What follows belongs to an exercise in optimizing a design on an open flow for small area; a production flow would make more cautious choices. The RTL was checked by simulation tests, not by an equivalence proof against the original design. The clock port is modelled as an ideal driver; clocking choices that lean on that would not hold on a real chip. Power figures rest on the tool's default switching activity, not on a simulated workload.

==> flow/design.v <==
module processing_unit(
    input clock,
    input reset,
    input start,
    output input_req,
    input [(6 - 1) : 0] input_val,
    input input_ready,
    input [(2 * 2 * 6 - 1) : 0] weight_vals,
    output [(6 - 1) : 0] output_val,
    output output_valid,
    output done
);
    localparam  WAIT_FOR_START = 3'd0,
                RESET_SIGNALS = 3'd1,
                WAIT_FOR_INPUT = 3'd2,
                INIT_SIGNALS = 3'd3,
                WAIT_FOR_ZERO = 3'd4,
                OUTPUT_IS_READY = 3'd5,
                INDEX_INCREMENT = 3'd6,
                DONE_FLAG = 3'd7;
    reg [2:0] state, next_state;
    reg [5:0] sc_count;
    reg [1:0] width_index, height_index;
    wire s_frame = (state == RESET_SIGNALS);
    wire run     = (state == WAIT_FOR_ZERO);
    wire s_inc   = (state == INDEX_INCREMENT);
    wire last    = (sc_count == 6'd63);
    assign input_req = (state == WAIT_FOR_INPUT);
    assign done = (state == DONE_FLAG);
    assign output_valid = (state == OUTPUT_IS_READY) && (width_index != 2'd0) && (height_index != 2'd0);
    always @(*) begin
        case (state)
            WAIT_FOR_START:  next_state = start ? RESET_SIGNALS : WAIT_FOR_START;
            RESET_SIGNALS:   next_state = WAIT_FOR_INPUT;
            WAIT_FOR_INPUT:  next_state = input_ready ? INIT_SIGNALS : WAIT_FOR_INPUT;
            INIT_SIGNALS:    next_state = WAIT_FOR_ZERO;
            WAIT_FOR_ZERO:   next_state = last ? OUTPUT_IS_READY : WAIT_FOR_ZERO;
            OUTPUT_IS_READY: next_state = INDEX_INCREMENT;
            INDEX_INCREMENT: next_state = ((width_index == 2'd3) && (height_index == 2'd3)) ? DONE_FLAG : WAIT_FOR_INPUT;
            default:         next_state = WAIT_FOR_START;
        endcase
    end
    always @(posedge clock) begin
        if (reset)
            state <= WAIT_FOR_START;
        else
            state <= next_state;
    end
    always @(posedge clock) begin
        sc_count <= {6{run}} & (sc_count ^ {&sc_count[4:0], &sc_count[3:0], &sc_count[2:0],
                                            &sc_count[1:0], sc_count[0], 1'b1});
    end
    always @(posedge clock) begin
        if (s_frame)
            {height_index, width_index} <= 4'd0;
        else begin
            width_index[0] <= width_index[0] ^ s_inc;
            width_index[1] <= width_index[1] ^ (s_inc & width_index[0]);
            height_index[0] <= height_index[0] ^ (s_inc & (&width_index));
            height_index[1] <= height_index[1] ^ (s_inc & (&width_index) & height_index[0]);
        end
    end
    function automatic ge6(input [5:0] a, input [5:0] b);
        integer k;
        begin
            ge6 = 1'b1;
            for (k = 0; k < 6; k = k + 1)
                ge6 = (a[k] ^ b[k]) ? a[k] : ge6;
        end
    endfunction
    wire half_cnt = sc_count[0];
    reg [6:1] g;
    always @(posedge clock) begin
        if (reset)
            g <= 6'd10;
        else if (run)
            g <= {g[5:1], g[6] ~^ g[5]};
    end
    reg [7:1] q;
    wire q_en = run && !((width_index == 2'd3) && last);
    always @(posedge clock) begin
        if (s_frame)
            q[6:1] <= 6'd25;
        else if (q_en)
            q[6:1] <= {q[5:1], q[6] ~^ q[5]};
        if (q_en)
            q[7] <= q[6];
    end
    wire [5:0] l3 = q[6:1];
    wire [5:0] l4 = q[7:2];
    wire h3 = (6'd32 >= l3);
    wire h4 = (6'd32 >= l4);
    wire in_x = ge6(input_val, g);
    wire mx10 = ge6(weight_vals[12 +: 6], l3) ~^ in_x;
    wire mx11 = ge6(weight_vals[18 +: 6], l4) ~^ in_x;
    wire ry00 = (width_index == 2'd2) ? height_index[1] : h3;
    reg ry01, x10, y10, x11, y11;
    always @(posedge clock) begin
        if (s_frame) begin
            {ry01, x11, y11} <= 3'd0;
        end else if (run && (height_index != 2'd0)) begin
            if (width_index != 2'd3) begin
                ry01 <= ry00 ~^ h3;
                x10 <= mx10 ~^ ry01;
                y10 <= ry01 ~^ h3;
            end
            if (width_index != 2'd0) begin
                x11 <= half_cnt ? (mx11 ~^ y10) : x10;
                y11 <= y10 ~^ h4;
            end
        end
    end
    reg [5:0] ne;
    wire sc_est = ge6(~g, ne);
    wire est_max = (ne == 6'd0);
    wire est_min = (ne == 6'd63);
    wire up = (~est_max) & (x11 | est_min);
    wire cnt_en = x11 ^ (y11 ~^ sc_est);
    reg [6:0] ne_t;
    integer k;
    always @(*) begin
        ne_t[0] = run & cnt_en;
        for (k = 0; k < 6; k = k + 1)
            ne_t[k + 1] = ne_t[k] & (ne[k] ^ up);
    end
    always @(posedge clock) begin
        if (reset)
            ne <= 6'd63;
        else
            ne <= ne ^ ne_t[5:0];
    end
    assign output_val = ne;
endmodule
clock: 6.0 ns
lec_check: 0
cap_margin: 20
core_margin: 2
core_utilization: 70
slew_margin: 20
standard.sh (not shown) runs the stock make flow with config.mk's settings and CLKGATE_MAP_FILE= SYNTH_SCRIPT=/design/flow/synth_recipe.tcl, a recipe that flattens the netlist after the stock synthesis.
==> flow/flow/run.sh <==
#!/bin/bash
# Standard layout, except:
# - port buffers are plain buf_1 cells;
# - the clock tree is a single clock buffer driving every register, built by
#   flow/cts_one_buffer.tcl in place of ORFS's CTS step.
set -euo pipefail
export BUFFER_PORTS_ARGS="-buffer_cell sky130_fd_sc_hd__buf_1"
bash standard.sh place > standard_place.log 2>&1
R=orfs/results/${FLOW_PLATFORM}/processing_unit/base
export RESULTS_DIR=$PWD/$R
export CLKBUF_CELL=${CLKBUF_CELL:-sky130_fd_sc_hd__clkbuf_8}
export CLKBUF_COUNT=${CLKBUF_COUNT:-2}
openroad -no_init -exit flow/cts_one_buffer.tcl > cts_one_buffer.log 2>&1
cp $R/4_1_cts.odb $R/4_cts.odb
touch $R/4_cts.sdc
bash standard.sh finish > standard_finish.log 2>&1
Other scripts of this flow, unchanged in this note and not shown: flow/flow/cts_one_buffer.tcl
The first run completed with no timing, DRC or antenna violations.
Next try:
--- a/flow/design.v
+++ b/flow/design.v
@@ -48,6 +48,9 @@
     end
     always @(posedge clock) begin
-        sc_count <= {6{run}} & (sc_count ^ {&sc_count[4:0], &sc_count[3:0], &sc_count[2:0],
-                                            &sc_count[1:0], sc_count[0], 1'b1});
+        if (reset)
+            sc_count <= 0;
+        else
+            sc_count <= sc_count ^ {run & (&sc_count[4:0]), run & (&sc_count[3:0]), run & (&sc_count[2:0]),
+                                    run & (&sc_count[1:0]), run & sc_count[0], run};
     end
     always @(posedge clock) begin
@@ -98,5 +101,5 @@
     always @(posedge clock) begin
         if (s_frame) begin
-            {ry01, x11, y11} <= 3'd0;
+            {ry01, x10, y10, x11, y11} <= 5'd0;
         end else if (run && (height_index != 2'd0)) begin
             if (width_index != 2'd3) begin
Via count rose by 1.7%.
Power rises by 42%.
Cell area barely changes.
Count of clock-buffer cells in the layout does not change.
Utilization went up by 0.59 points.
Clock skew is lower by 7.5 ps.
Clock power fell by 4.1%.
Die area fell by about 0.44%.
Combinational power rises to 3.2 times its value.
Cell count came out higher by 1.6%.
Synthesized cell count went up by about 1.5%.
Worst setup slack got worse by 76 ps.
Non-clock buffer count goes down by 1.
Maximum frequency is lower by about 2.7%.

* * *

Another version of the RTL of processing_unit (not shown whole).
Size: roughly 290 cells after synthesis, ~43 I/O pins.
==> module processing_unit, before the edit <==
module processing_unit(
    input clock,
    input reset,
    input start,
    output input_req,
    input [(6 - 1) : 0] input_val,
    input input_ready,
    input [(2 * 2 * 6 - 1) : 0] weight_vals,
    output [(6 - 1) : 0] output_val,
    output output_valid,
    output done
);
    localparam  WAIT_FOR_START = 3'd0,
                RESET_SIGNALS = 3'd1,
                WAIT_FOR_INPUT = 3'd2,
                INIT_SIGNALS = 3'd3,
                WAIT_FOR_ZERO = 3'd4,
                OUTPUT_IS_READY = 3'd5,
                INDEX_INCREMENT = 3'd6,
                DONE_FLAG = 3'd7;
    reg [2:0] state, next_state;
    reg [5:0] sc_count;
    reg [1:0] width_index, height_index;
    wire s_frame = (state == RESET_SIGNALS);
    wire run     = (state == WAIT_FOR_ZERO);
    wire last    = (sc_count == 6'd63);
    assign input_req = (state == WAIT_FOR_INPUT);
    assign done = (state == DONE_FLAG);
    assign output_valid = (state == OUTPUT_IS_READY) && (width_index != 2'd0) && (height_index != 2'd0);
    always @(*) begin
        case (state)
            WAIT_FOR_START:  next_state = start ? RESET_SIGNALS : WAIT_FOR_START;
            RESET_SIGNALS:   next_state = WAIT_FOR_INPUT;
            WAIT_FOR_INPUT:  next_state = input_ready ? INIT_SIGNALS : WAIT_FOR_INPUT;
            INIT_SIGNALS:    next_state = WAIT_FOR_ZERO;
            WAIT_FOR_ZERO:   next_state = last ? OUTPUT_IS_READY : WAIT_FOR_ZERO;
            OUTPUT_IS_READY: next_state = INDEX_INCREMENT;
            INDEX_INCREMENT: next_state = ((width_index == 2'd3) && (height_index == 2'd3)) ? DONE_FLAG : WAIT_FOR_INPUT;
            default:         next_state = WAIT_FOR_START;
        endcase
    end
    always @(posedge clock) begin
        if (reset)
            state <= WAIT_FOR_START;
        else
            state <= next_state;
    end
    always @(posedge clock) begin
        if (reset)
            sc_count <= 0;
        else if (run)
            sc_count <= sc_count + 1'b1;
    end
    always @(posedge clock) begin
        if (s_frame)
            {height_index, width_index} <= 4'd0;
        else if (state == INDEX_INCREMENT)
            {height_index, width_index} <= {height_index, width_index} + 1'b1;
    end
    wire half_cnt = sc_count[0];
    reg [6:1] g;
    always @(posedge clock) begin
        if (reset)
            g <= 6'd10;
        else if (run)
            g <= {g[5:1], g[6] ~^ g[5]};
    end
    reg [7:1] q;
    wire q_en = run && !((width_index == 2'd3) && last);
    always @(posedge clock) begin
        if (s_frame)
            q[6:1] <= 6'd25;
        else if (q_en)
            q[6:1] <= {q[5:1], q[6] ~^ q[5]};
        if (q_en)
            q[7] <= q[6];
    end
    wire [5:0] l3 = q[6:1];
    wire [5:0] l4 = q[7:2];
    wire h3 = (6'd32 >= l3);
    wire h4 = (6'd32 >= l4);
    wire in_x = (input_val >= g);
    wire mx10 = (weight_vals[12 +: 6] >= l3) ~^ in_x;
    wire mx11 = (weight_vals[18 +: 6] >= l4) ~^ in_x;
    wire ry00 = (width_index == 2'd2) ? height_index[1] : h3;
    reg ry01, x10, y10, x11, y11;
    always @(posedge clock) begin
        if (s_frame) begin
            {ry01, x10, y10, x11, y11} <= 5'd0;
        end else if (run && (height_index != 2'd0)) begin
            if (width_index != 2'd3) begin
                ry01 <= ry00 ~^ h3;
                x10 <= mx10 ~^ ry01;
                y10 <= ry01 ~^ h3;
            end
            if (width_index != 2'd0) begin
                x11 <= half_cnt ? (mx11 ~^ y10) : x10;
                y11 <= y10 ~^ h4;
            end
        end
    end
    reg [5:0] est;
    wire sc_est = (est >= g);
    wire est_max = (est == 6'd63);
    wire est_min = (est == 6'd0);
    wire up = (~est_max) & (x11 | est_min);
    wire cnt_en = x11 ^ (y11 ~^ sc_est);
    always @(posedge clock) begin
        if (reset)
            est <= 0;
        else if (run && cnt_en)
            est <= up ? est + 1'b1 : est - 1'b1;
    end
    assign output_val = ~est;
endmodule
export LEC_CHECK = 0
export CAP_MARGIN = 20
export CORE_MARGIN = 2
export CORE_UTILIZATION = 40
export SLEW_MARGIN = 20
create_clock -name core_clock -period 6.0 [get_ports {clock}]
run.sh (not shown) runs the stock make flow with config.mk's settings and CLKGATE_MAP_FILE= SYNTH_SCRIPT=/design/flow/synth_recipe.tcl, a recipe that flattens the netlist after the stock synthesis.
Stock flow here: none of the scripts above is used.
The first run ran to the end with no violations.
Then changed:
--- a/flow/design.v
+++ b/flow/design.v
@@ -23,6 +23,7 @@
     reg [1:0] width_index, height_index;
     wire s_frame = (state == RESET_SIGNALS);
     wire run     = (state == WAIT_FOR_ZERO);
+    wire s_inc   = (state == INDEX_INCREMENT);
     wire last    = (sc_count == 6'd63);
     assign input_req = (state == WAIT_FOR_INPUT);
     assign done = (state == DONE_FLAG);
@@ -48,15 +49,28 @@
     always @(posedge clock) begin
         if (reset)
             sc_count <= 0;
-        else if (run)
-            sc_count <= sc_count + 1'b1;
+        else
+            sc_count <= sc_count ^ {run & (&sc_count[4:0]), run & (&sc_count[3:0]), run & (&sc_count[2:0]),
+                                    run & (&sc_count[1:0]), run & sc_count[0], run};
     end
     always @(posedge clock) begin
         if (s_frame)
             {height_index, width_index} <= 4'd0;
-        else if (state == INDEX_INCREMENT)
-            {height_index, width_index} <= {height_index, width_index} + 1'b1;
+        else begin
+            width_index[0] <= width_index[0] ^ s_inc;
+            width_index[1] <= width_index[1] ^ (s_inc & width_index[0]);
+            height_index[0] <= height_index[0] ^ (s_inc & (&width_index));
+            height_index[1] <= height_index[1] ^ (s_inc & (&width_index) & height_index[0]);
+        end
     end
+    function automatic ge6(input [5:0] a, input [5:0] b);
+        integer k;
+        begin
+            ge6 = 1'b1;
+            for (k = 0; k < 6; k = k + 1)
+                ge6 = (a[k] ^ b[k]) ? a[k] : ge6;
+        end
+    endfunction
     wire half_cnt = sc_count[0];
     reg [6:1] g;
     always @(posedge clock) begin
@@ -79,9 +93,9 @@
     wire [5:0] l4 = q[7:2];
     wire h3 = (6'd32 >= l3);
     wire h4 = (6'd32 >= l4);
-    wire in_x = (input_val >= g);
-    wire mx10 = (weight_vals[12 +: 6] >= l3) ~^ in_x;
-    wire mx11 = (weight_vals[18 +: 6] >= l4) ~^ in_x;
+    wire in_x = ge6(input_val, g);
+    wire mx10 = ge6(weight_vals[12 +: 6], l3) ~^ in_x;
+    wire mx11 = ge6(weight_vals[18 +: 6], l4) ~^ in_x;
     wire ry00 = (width_index == 2'd2) ? height_index[1] : h3;
     reg ry01, x10, y10, x11, y11;
     always @(posedge clock) begin
@@ -99,17 +113,24 @@
             end
         end
     end
-    reg [5:0] est;
-    wire sc_est = (est >= g);
-    wire est_max = (est == 6'd63);
-    wire est_min = (est == 6'd0);
+    reg [5:0] ne;
+    wire sc_est = ge6(~g, ne);
+    wire est_max = (ne == 6'd0);
+    wire est_min = (ne == 6'd63);
     wire up = (~est_max) & (x11 | est_min);
     wire cnt_en = x11 ^ (y11 ~^ sc_est);
+    reg [6:0] ne_t;
+    integer k;
+    always @(*) begin
+        ne_t[0] = run & cnt_en;
+        for (k = 0; k < 6; k = k + 1)
+            ne_t[k + 1] = ne_t[k] & (ne[k] ^ up);
+    end
     always @(posedge clock) begin
         if (reset)
-            est <= 0;
-        else if (run && cnt_en)
-            est <= up ? est + 1'b1 : est - 1'b1;
+            ne <= 6'd63;
+        else
+            ne <= ne ^ ne_t[5:0];
     end
-    assign output_val = ~est;
+    assign output_val = ne;
 endmodule
Effect: Via count drops by 5.1%; cell count is lower by 7.5%; power came out higher by about 40%; worst setup slack gains 210 ps; wire length shrinks by about 5.6%; area after synthesis is lower by 12%; hold slack gains 39 ps; final area goes down by about 9%; maximum frequency is higher by about 7%; global-route usage rises by 0.42 points.

* * *

processing_unit, a different RTL version from the one above (not shown whole).
For scale: roughly 210 cells after synthesis, about 35 flip-flops.
==> module processing_unit, before the edit <==
module processing_unit(
    input clock,
    input reset,
    input start,
    output input_req,
    input [(6 - 1) : 0] input_val,
    input input_ready,
    input [(2 * 2 * 6 - 1) : 0] weight_vals,
    output [(6 - 1) : 0] output_val,
    output output_valid,
    output done
);
    localparam  WAIT_FOR_START = 3'd0,
                RESET_SIGNALS = 3'd1,
                WAIT_FOR_INPUT = 3'd2,
                INIT_SIGNALS = 3'd3,
                WAIT_FOR_ZERO = 3'd4,
                OUTPUT_IS_READY = 3'd5,
                INDEX_INCREMENT = 3'd6,
                DONE_FLAG = 3'd7;
    reg [2:0] state, next_state;
    reg [5:0] sc_count;
    reg [1:0] width_index, height_index;
    wire s_frame = (state == RESET_SIGNALS);
    wire run     = (state == WAIT_FOR_ZERO);
    wire s_inc   = (state == INDEX_INCREMENT);
    wire last    = (sc_count == 6'd63);
    assign input_req = (state == WAIT_FOR_INPUT);
    assign done = (state == DONE_FLAG);
    assign output_valid = (state == OUTPUT_IS_READY) && (width_index != 2'd0) && (height_index != 2'd0);
    always @(*) begin
        case (state)
            WAIT_FOR_START:  next_state = start ? RESET_SIGNALS : WAIT_FOR_START;
            RESET_SIGNALS:   next_state = WAIT_FOR_INPUT;
            WAIT_FOR_INPUT:  next_state = input_ready ? INIT_SIGNALS : WAIT_FOR_INPUT;
            INIT_SIGNALS:    next_state = WAIT_FOR_ZERO;
            WAIT_FOR_ZERO:   next_state = last ? OUTPUT_IS_READY : WAIT_FOR_ZERO;
            OUTPUT_IS_READY: next_state = INDEX_INCREMENT;
            INDEX_INCREMENT: next_state = ((width_index == 2'd3) && (height_index == 2'd3)) ? DONE_FLAG : WAIT_FOR_INPUT;
            default:         next_state = WAIT_FOR_START;
        endcase
    end
    always @(posedge clock) begin
        if (reset)
            state <= WAIT_FOR_START;
        else
            state <= next_state;
    end
    always @(posedge clock) begin
        sc_count <= {6{run}} & (sc_count ^ {&sc_count[4:0], &sc_count[3:0], &sc_count[2:0],
                                            &sc_count[1:0], sc_count[0], 1'b1});
    end
    always @(posedge clock) begin
        if (s_frame)
            {height_index, width_index} <= 4'd0;
        else begin
            width_index[0] <= width_index[0] ^ s_inc;
            width_index[1] <= width_index[1] ^ (s_inc & width_index[0]);
            height_index[0] <= height_index[0] ^ (s_inc & (&width_index));
            height_index[1] <= height_index[1] ^ (s_inc & (&width_index) & height_index[0]);
        end
    end
    function automatic ge6(input [5:0] a, input [5:0] b);
        integer k;
        begin
            ge6 = 1'b1;
            for (k = 0; k < 6; k = k + 1)
                ge6 = (a[k] ^ b[k]) ? a[k] : ge6;
        end
    endfunction
    wire half_cnt = sc_count[0];
    reg [6:1] gn;
    wire [6:1] g = ~gn;
    always @(posedge clock) begin
        if (reset)
            gn <= ~6'd10;
        else if (run)
            gn <= ~{g[5:1], g[6] ~^ g[5]};
    end
    reg [6:1] qn;
    wire [6:1] q = ~qn;
    wire q_en = run && !((width_index == 2'd3) && last);
    always @(posedge clock) begin
        if (s_frame)
            qn <= ~6'd12;
        else if (q_en)
            qn <= ~{q[5:1], q[6] ~^ q[5]};
    end
    wire [5:0] l4 = q[6:1];
    wire [5:0] l3 = {q[5:1], q[6] ~^ q[5]};
    wire h3 = (6'd32 >= l3);
    wire h4 = (6'd32 >= l4);
    wire in_x = ge6(input_val, g);
    wire mx10 = ge6(weight_vals[12 +: 6], l3) ~^ in_x;
    wire mx11 = ge6(weight_vals[18 +: 6], l4) ~^ in_x;
    wire t0 = (sc_count == 6'd0);
    wire ry01 = (width_index == 2'd2) ? (t0 | (height_index[1] ~^ h4))
                                      : !((width_index == 2'd0) && t0);
    reg x10, y10, x11, y11;
    always @(posedge clock) begin
        if (run && (width_index != 2'd3)) begin
            x10 <= mx10 ~^ ry01;
            y10 <= ry01 ~^ h3;
        end
    end
    always @(posedge clock) begin
        if (s_frame)
            {x11, y11} <= 2'd0;
        else if (run && (height_index != 2'd0) && (width_index != 2'd0)) begin
            x11 <= half_cnt ? (mx11 ~^ y10) : x10;
            y11 <= y10 ~^ h4;
        end
    end
    reg [5:0] ne;
    wire sc_est = ge6(~g, ne);
    wire cnt_en = x11 ^ (y11 ~^ sc_est);
    wire en = run & cnt_en;
    wire [5:0] a = ne ^ {6{x11}};
    wire wrap = &a;
    wire [5:0] flip;
    assign flip[0] = en;
    genvar k;
    for (k = 1; k < 6; k = k + 1) begin : flips
        assign flip[k] = en & (&a[k-1:0]) & ~wrap;
    end
    always @(posedge clock) begin
        if (reset)
            ne <= 6'd63;
        else
            ne <= ne ^ flip;
    end
    assign output_val = ne;
endmodule
export LEC_CHECK = 0
export CAP_MARGIN = 20
export CORE_AREA = 2.3 2.72 59.8 59.84
export DIE_AREA = 0 0 62 62
export SLEW_MARGIN = 20
create_clock -name core_clock -period 6.0 [get_ports {clock}]
standard.sh (not shown) runs the stock make flow with config.mk's settings and CLKGATE_MAP_FILE= SYNTH_SCRIPT=/design/flow/synth_recipe.tcl, a recipe that flattens the netlist after the stock synthesis.
==> flow/flow/run.sh <==
#!/bin/bash
# The standard layout (standard.sh), with these changes:
# - synthesis is the standard one (synth_recipe.tcl and ORFS's synth.tcl) with
#   only the combinational mapping changed: no full/half-adder extraction
#   (ADDER_MAP_FILE empty) and an area-oriented ABC script. The synthesis is
#   tried with each script in flow/abc/ and the one giving the smallest cell
#   area is used. Registers are mapped before ABC runs, so they are the
#   standard ones;
# - port buffers are plain buf_1 cells;
# - the clock tree is CLKBUF_COUNT clock buffers built by
#   flow/cts_one_buffer.tcl in place of ORFS's CTS step.
# Each tool's output goes to a log file of its own in this folder.
set -euo pipefail
W=$PWD
export BUFFER_PORTS_ARGS="-buffer_cell sky130_fd_sc_hd__buf_1"

sed -e 's#log_cmd abc {\*}\$abc_args#set abc_args [lreplace $abc_args 1 1 $::env(AREA_ABC_SCRIPT)]\n  log_cmd abc {*}$abc_args#' \
  $FLOW_HOME/scripts/synth.tcl > $W/synth_area.tcl
grep -q AREA_ABC_SCRIPT $W/synth_area.tcl
sed -e "s#source \$::env(SCRIPTS_DIR)/synth.tcl#source $W/synth_area.tcl#" synth_recipe.tcl > $W/synth_recipe_area.tcl
grep -q synth_area.tcl $W/synth_recipe_area.tcl

# synth_area.sh WORK_HOME: standard.sh's make command with our synthesis script
make_synth() {
  sed -e "s#SYNTH_SCRIPT=[^ ]*#SYNTH_SCRIPT=$W/synth_recipe_area.tcl ADDER_MAP_FILE=#" \
      -e "s#WORK_HOME=[^ ]*#WORK_HOME=$1#" standard.sh > $2
  grep -q synth_recipe_area.tcl $2
}

best=""; best_area=""
for a in $W/flow/abc/*.abc; do
  n=$(basename $a .abc)
  make_synth $W/try_$n $W/try_$n.sh
  AREA_ABC_SCRIPT=$a bash $W/try_$n.sh synth > try_$n.log 2>&1 || continue
  area=$(grep "Chip area" $W/try_$n/reports/${FLOW_PLATFORM}/processing_unit/base/synth_stat.txt | awk '{print $NF}')
  echo "$n $area" >> synth_tries.log
  if [[ -z "$best" ]] || awk -v a="$area" -v b="$best_area" 'BEGIN{exit !(a < b)}'; then
    best=$a; best_area=$area
  fi
done
echo "chosen: $best $best_area" >> synth_tries.log
rm -rf $W/try_*/objects $W/try_*/results
make_synth $W/orfs $W/synth_area.sh
AREA_ABC_SCRIPT=$best bash $W/synth_area.sh synth > synth_area.log 2>&1

bash standard.sh place > standard_place.log 2>&1
R=orfs/results/${FLOW_PLATFORM}/processing_unit/base
export RESULTS_DIR=$W/$R
export CLKBUF_CELL=${CLKBUF_CELL:-sky130_fd_sc_hd__clkbuf_8}
export CLKBUF_COUNT=${CLKBUF_COUNT:-2}
openroad -no_init -exit flow/cts_one_buffer.tcl > cts_one_buffer.log 2>&1
cp $R/4_1_cts.odb $R/4_cts.odb
touch $R/4_cts.sdc
bash standard.sh finish > standard_finish.log 2>&1
Other scripts of this flow, unchanged in this note and not shown: flow/flow/abc/s12.abc, flow/flow/abc/s18.abc, flow/flow/abc/s21.abc, flow/flow/abc/s22.abc, flow/flow/abc/s23.abc, flow/flow/abc/s24.abc, flow/flow/abc/s7.abc, flow/flow/abc/s9.abc, flow/flow/cts_one_buffer.tcl
==> next run, changes <==
--- a/flow/design.v
+++ b/flow/design.v
@@ -95,23 +95,23 @@
     wire mx11 = ge6(weight_vals[18 +: 6], l4) ~^ in_x;
     wire t0 = (sc_count == 6'd0);
     wire ry01 = (width_index == 2'd2) ? (t0 | (height_index[1] ~^ h4))
                                       : !((width_index == 2'd0) && t0);
     reg x10, y10, x11, y11;
     always @(posedge clock) begin
-        if (run && (width_index != 2'd3)) begin
-            x10 <= mx10 ~^ ry01;
-            y10 <= ry01 ~^ h3;
-        end
-    end
-    always @(posedge clock) begin
-        if (s_frame)
+        if (s_frame) begin
             {x11, y11} <= 2'd0;
-        else if (run && (height_index != 2'd0) && (width_index != 2'd0)) begin
-            x11 <= half_cnt ? (mx11 ~^ y10) : x10;
-            y11 <= y10 ~^ h4;
+        end else if (run && (height_index != 2'd0)) begin
+            if (width_index != 2'd3) begin
+                x10 <= mx10 ~^ ry01;
+                y10 <= ry01 ~^ h3;
+            end
+            if (width_index != 2'd0) begin
+                x11 <= half_cnt ? (mx11 ~^ y10) : x10;
+                y11 <= y10 ~^ h4;
+            end
         end
     end
     reg [5:0] ne;
     wire sc_est = ge6(~g, ne);
     wire cnt_en = x11 ^ (y11 ~^ sc_est);
     wire en = run & cnt_en;
Outcome: Global-route usage rises by 0.98 points. First-iteration DRC count falls by about a fifth. Clock power falls slightly. Power rises by a few percent. Die area is unchanged. Hold slack improves by 19 ps. Sequential share of layout area falls by 0.18 points. Clock skew stays flat. Via count rises by a few percent. Non-clock buffer count rises by 1.

==> what the ideal ports hide <==
Ports are ideal in the flow. The routed layouts listed here were re-timed in OpenROAD.
Step 1 (the two cells are an assumption about what drives the block):
set clk [get_ports {clock}]
set_driving_cell -lib_cell sky130_fd_sc_hd__clkbuf_16 $clk
set_driving_cell -lib_cell sky130_fd_sc_hd__buf_2 [delete_from_list [all_inputs] $clk]
Step 2 moves the port delays by t, midway between the first and last clock arrival at a register: inputs arrive t later, outputs are due t later. That takes back most of the time a late clock gives input paths.
Three values: ideal ports, drivers, drivers and shift; two values: the first two.
run	t, ns	slack for setup (ns)	cell pins on the clock port's net
the first run of note 1	0.199	3.228 / 3.243 / 3.045	2
the second run of note 1	0.195	3.151 / 3.165 / 2.971	2
the first run of note 2	0.305	2.709 / 2.683 / 2.751	1
the second run of note 2	0.308	2.915 / 2.919 / 2.611	1
the first run of note 3	0.196	2.815 / 2.815 / 2.815	2
the second run of note 3	0.191	3.428 / 3.428 / 3.277	2
After both steps every run listed still meets setup and hold. The setup slack of the second run of note 2, which loses most, moves by +0.004 ns with the drivers and by -0.304 ns with both steps.
